Source: an optimization exercise on an open RTL-to-GDS flow (aim: small area). Production flows keep margins and buffers that such runs may drop.
At most, simulation tests tie the RTL to the original design; equivalence was not proved.
Power and IR drop assume default switching activity.

==> flow/design.v (excerpt) <==
module top_fan(
    input clk, reset_p,
    input [5:0] btn, input [1:0] sw,
    input adc_eoc, input [6:0] adc_do,
    input dht11_in, output dht11_drive,
    input echo, output trig,
    output motor_pwm, output led_pwm, output servo_pwm,
    output [13:0] led,
    output buzz,
    output [3:0] an, output [6:0] seg
    );
    reg [11:0] t;        
    reg [6:0]  v;        
    reg        s66;      
    always @(posedge clk, posedge reset_p) begin
        if(reset_p) begin
            t <= 0; v <= 0; s66 <= 0;
        end
        else begin
            t <= t + 1'b1;
            v <= (v == 7'd124) ? 7'd0 : v + 1'b1;
            if(t[6:0] == 7'd65) s66 <= 1'b1;
        end
    end
    wire started = s66 | (|t[6:0]);                       
    wire v25 = (v == 7'd0) | (v == 7'd25) | (v == 7'd50) | (v == 7'd75) | (v == 7'd100);
    wire tick100  = started & (t[1:0] == 2'd0) & v25;      
    wire tick2000 = (t[3:0] == 4'd0) & (v == 7'd0);        
    wire tick4    = (t[1:0] == 2'd0);
    wire tick8    = (t[2:0] == 3'd0);
    wire mode_clk = (t[6:0] == 7'd65);                     
    wire mode_ph  = (t[6:0] == 7'd66);                     
    wire sw_clk   = (t[5:0] == 6'd33);                     
    reg [3:0] bs;        
    reg [3:0] bn;        
    always @(posedge clk, posedge reset_p) begin
        if(reset_p) begin
            bs <= 0; bn <= 0;
        end
        else if(tick100) begin
  ...
For scale: roughly 1200 cells after synthesis, ~51 I/O pins, about 10000 µm² of cells after synthesis.
clock: 10.0 ns
lec_check: 0
cap_margin: 20
core_margin: 2
core_utilization: 40
slew_margin: 20
standard.sh (not shown) runs the stock make flow with config.mk's settings and CLKGATE_MAP_FILE= SYNTH_SCRIPT=/design/flow/synth_recipe.tcl, a recipe that flattens the netlist after the stock synthesis.
==> flow/flow/run.sh <==
#!/bin/bash
# Layout flow: the standard flow (standard.sh) with these changes:
#  - synthesis: the standard flow's own script (synth_recipe.tcl) with the ABC mapping
#    script swapped for an area-oriented one (flow/abc_area.script) and no
#    separate adder mapping, so ABC maps the adders with the rest of the logic;
#    the registers are the standard synthesis's;
#  - port buffers: sky130_fd_sc_hd__buf_1 on every input and output port;
#  - clock tree: smaller clock buffers, no dummy loads;
#  - higher core utilization.
# Each tool's output is in orfs/logs/ (ORFS) and flow_make.log.
set -euo pipefail
here=$(pwd)
{
  cat <<'EOT'
proc abc {args} {
  set i [lsearch -exact $args -script]
  if {$i >= 0} { lset args [expr {$i+1}] $::env(AREA_ABC_SCRIPT) }
  yosys abc {*}$args
}
EOT
  cat "$here/synth_recipe.tcl"
} > "$here/area_synth.tcl"
export AREA_ABC_SCRIPT="$here/flow/abc_area.script"
bash standard.sh \
  SYNTH_SCRIPT="$here/area_synth.tcl" \
  ADDER_MAP_FILE= \
  CORE_UTILIZATION=65 BUFFER_PORTS_ARGS='-buffer_cell sky130_fd_sc_hd__buf_1' CTS_ARGS='-sink_clustering_enable -repair_clock_nets -dont_use_dummy_load -buf_list sky130_fd_sc_hd__clkbuf_4 -sink_clustering_size 10 -sink_clustering_max_diameter 45' \
  finish > "$here/flow_make.log" 2>&1
==> flow/flow/abc_area.script <==
strash
ifraig
dc2
dch -f
amap -m -F 10 -A 20
strash
dc2
dch -f
amap -m -F 10 -A 20
strash
dc2
dch -f
amap -m -F 10 -A 20
topo
The first run finished with timing, DRC and antenna clean.
Rerun with:
--- a/flow/flow/run.sh
+++ b/flow/flow/run.sh
@@ -27 +27 @@
-  CORE_UTILIZATION=65 BUFFER_PORTS_ARGS='-buffer_cell sky130_fd_sc_hd__buf_1' CTS_ARGS='-sink_clustering_enable -repair_clock_nets -dont_use_dummy_load -buf_list sky130_fd_sc_hd__clkbuf_4 -sink_clustering_size 10 -sink_clustering_max_diameter 45' \
+  CORE_UTILIZATION=65 BUFFER_PORTS_ARGS='-buffer_cell sky130_fd_sc_hd__buf_1' CTS_ARGS='-sink_clustering_enable -repair_clock_nets -dont_use_dummy_load -buf_list sky130_fd_sc_hd__clkbuf_2 -sink_clustering_size 5 -sink_clustering_max_diameter 30' \
The changed run finished clean.
Final cell count grows by 1.5%.
Clock skew grows by 0.094 ns.
Setup slack is worse by 0.023 ns.
Non-clock buffer count stays the same.
Utilization grows by 0.25 points.
Rerun with:
--- a/flow/flow/run.sh
+++ b/flow/flow/run.sh
@@ -27 +27 @@
-  CORE_UTILIZATION=65 BUFFER_PORTS_ARGS='-buffer_cell sky130_fd_sc_hd__buf_1' CTS_ARGS='-sink_clustering_enable -repair_clock_nets -dont_use_dummy_load -buf_list sky130_fd_sc_hd__clkbuf_2 -sink_clustering_size 5 -sink_clustering_max_diameter 30' \
+  CORE_UTILIZATION=70 BUFFER_PORTS_ARGS='-buffer_cell sky130_fd_sc_hd__buf_1' CTS_ARGS='-sink_clustering_enable -repair_clock_nets -dont_use_dummy_load -buf_list sky130_fd_sc_hd__clkbuf_4 -sink_clustering_size 10 -sink_clustering_max_diameter 40' \
Area after synthesis is unchanged.
Power is lower by 0.69%.
Core utilization is higher by 4.1 points.
Hold slack is worse by 0.035 ns.
Cell area is lower by 0.45%.
Via count is lower by about 1%.
Clock skew is lower by 0.090 ns.
Combinational power stays flat.
Die area is lower by about 7%.
Worst setup slack is better by 0.025 ns.
Sequential share of layout area is higher by 0.22 points.
No functional check of the RTL was part of any run of this note.


Setup of job 6206:
top_fan, a different RTL version from the one above (not shown whole).
Size: ~1,300 cells after synthesis, ~220 flip-flops, roughly 51 I/O pins, roughly 11,000 sq um of cells after synthesis.
==> flow/config.mk <==
export PLATFORM = sky130hd
export DESIGN_NAME = top_fan
export DESIGN_NICKNAME = top_fan
export VERILOG_FILES = /design/flow/design.v
export SDC_FILE = /design/flow/constraint.sdc
export NUM_CORES = 4
export LEC_CHECK = 0
export CAP_MARGIN = 20
export CORE_MARGIN = 2
export CORE_UTILIZATION = 40
export SLEW_MARGIN = 20
==> flow/constraint.sdc <==
create_clock -name core_clock -period 10.0 [get_ports {clk}]
set_input_delay 2.0000 -clock core_clock [delete_from_list [all_inputs] [get_ports {clk}]]
set_output_delay 2.0000 -clock core_clock [all_outputs]
set_load 0.01 [all_outputs]
==> flow/flow/run.sh <==
#!/bin/bash
# Layout flow: the standard flow (standard.sh), with an area-oriented ABC
# mapping script in synthesis and flow settings passed to make below.
# Synthesis is the standard flow's own script (synth_recipe.tcl) with only the ABC script
# swapped, so the registers are the same as the standard synthesis.
set -euo pipefail
here=$(pwd)
{
  cat <<'EOT'
proc abc {args} {
  set i [lsearch -exact $args -script]
  if {$i >= 0} { lset args [expr {$i+1}] $::env(AREA_ABC_SCRIPT) }
  yosys abc {*}$args
}
EOT
  cat "$here/synth_recipe.tcl"
} > "$here/area_synth.tcl"
export AREA_ABC_SCRIPT="$here/flow/abc_area.script"
bash standard.sh SYNTH_SCRIPT="$here/area_synth.tcl" CORE_UTILIZATION=75 BUFFER_PORTS_ARGS='-buffer_cell sky130_fd_sc_hd__buf_1' CTS_ARGS='-sink_clustering_enable -repair_clock_nets -dont_use_dummy_load -buf_list sky130_fd_sc_hd__clkbuf_8 -sink_clustering_size 18 -sink_clustering_max_diameter 50' finish > "$here/flow_make.log" 2>&1
==> flow/flow/abc_area.script <==
strash
ifraig
dc2
dch -f
amap -F 4 -A 8
strash
dc2
dch -f
amap -F 4 -A 8
topo
> inputs changed (job 6206 -> job 876)
-- flow/flow/run.sh --
<<< job 6206, line 19
bash standard.sh SYNTH_SCRIPT="$here/area_synth.tcl" CORE_UTILIZATION=75 BUFFER_PORTS_ARGS='-buffer_cell sky130_fd_sc_hd__buf_1' CTS_ARGS='-sink_clustering_enable -repair_clock_nets -dont_use_dummy_load -buf_list sky130_fd_sc_hd__clkbuf_8 -sink_clustering_size 18 -sink_clustering_max_diameter 50' finish > "$here/flow_make.log" 2>&1
>>> job 876, line 19
bash standard.sh SYNTH_SCRIPT="$here/area_synth.tcl" CORE_UTILIZATION=65 BUFFER_PORTS_ARGS='-buffer_cell sky130_fd_sc_hd__buf_1' CTS_ARGS='-sink_clustering_enable -repair_clock_nets -dont_use_dummy_load -buf_list sky130_fd_sc_hd__clkbuf_4 -sink_clustering_size 9 -sink_clustering_max_diameter 40' finish > "$here/flow_make.log" 2>&1
- Cmp job 876 and job 6206 / initial antenna violation count / higher: job 876
- | utilization after layout | lower: job 876 |
- Total power, job 876 and job 6206: larger value in job 6206
- Diff job 6206 -> job 876 | final cell count | up by a few percent
- Job 876 ends up with a met2 demand-to-capacity share in global routing that is 6.4 points lower than in job 6206.
- Worst setup slack across job 876 and job 6206: no real change.
- Re area inside the core boundary: job 6206 was lower than job 876.
- Row die area: job 876 higher / job 6206 lower
- The area after detailed placement reported for job 876 is greater than that of job 6206 by 0.32%.
- Global-route usage: job 876 and job 6206 compared, higher one is job 6206
- Comparing area added between synthesis and finish for job 876 and job 6206, the bigger number came from job 6206.
## Diff of input files: job 8737 against job 876
==> flow/flow/run.sh <==
#!/bin/bash
# Layout flow: the standard flow (standard.sh) with these changes:
#  - synthesis: the standard flow's own script (synth_recipe.tcl) with the ABC mapping
#    script swapped for an area-oriented one (flow/abc_area.script) and no
#    separate adder mapping, so ABC maps the adders with the rest of the logic;
#    the registers are the standard synthesis's;
#  - port buffers: sky130_fd_sc_hd__buf_1 on every input and output port;
#  - clock tree: smaller clock buffers, no dummy loads;
#  - higher core utilization.
# Each tool's output is in orfs/logs/ (ORFS) and flow_make.log.
set -euo pipefail
here=$(pwd)
{
  cat <<'EOT'
proc abc {args} {
  set i [lsearch -exact $args -script]
  if {$i >= 0} { lset args [expr {$i+1}] $::env(AREA_ABC_SCRIPT) }
  yosys abc {*}$args
}
EOT
  cat "$here/synth_recipe.tcl"
} > "$here/area_synth.tcl"
export AREA_ABC_SCRIPT="$here/flow/abc_area.script"
bash standard.sh \
  SYNTH_SCRIPT="$here/area_synth.tcl" \
  ADDER_MAP_FILE= \
  CORE_UTILIZATION=65 BUFFER_PORTS_ARGS='-buffer_cell sky130_fd_sc_hd__buf_1' CTS_ARGS='-sink_clustering_enable -repair_clock_nets -dont_use_dummy_load -buf_list sky130_fd_sc_hd__clkbuf_4 -sink_clustering_size 9 -sink_clustering_max_diameter 40' \
  finish > "$here/flow_make.log" 2>&1
==> flow/flow/abc_area.script <==
strash
ifraig
dc2
dch -f
amap -m -F 10 -A 20
strash
dc2
dch -f
amap -m -F 10 -A 20
strash
dc2
dch -f
amap -m -F 10 -A 20
topo
The final layout from job 8737, which completed every stage, passed the timing, design-rule and antenna checks at the end of the flow. Per the comparison of job 8737 with job 876, die area saw a decrease; average cell area after synthesis saw a decrease; clock latency of the later-clocked register in the worst-skew pair saw an increase; area after synthesis saw a decrease.
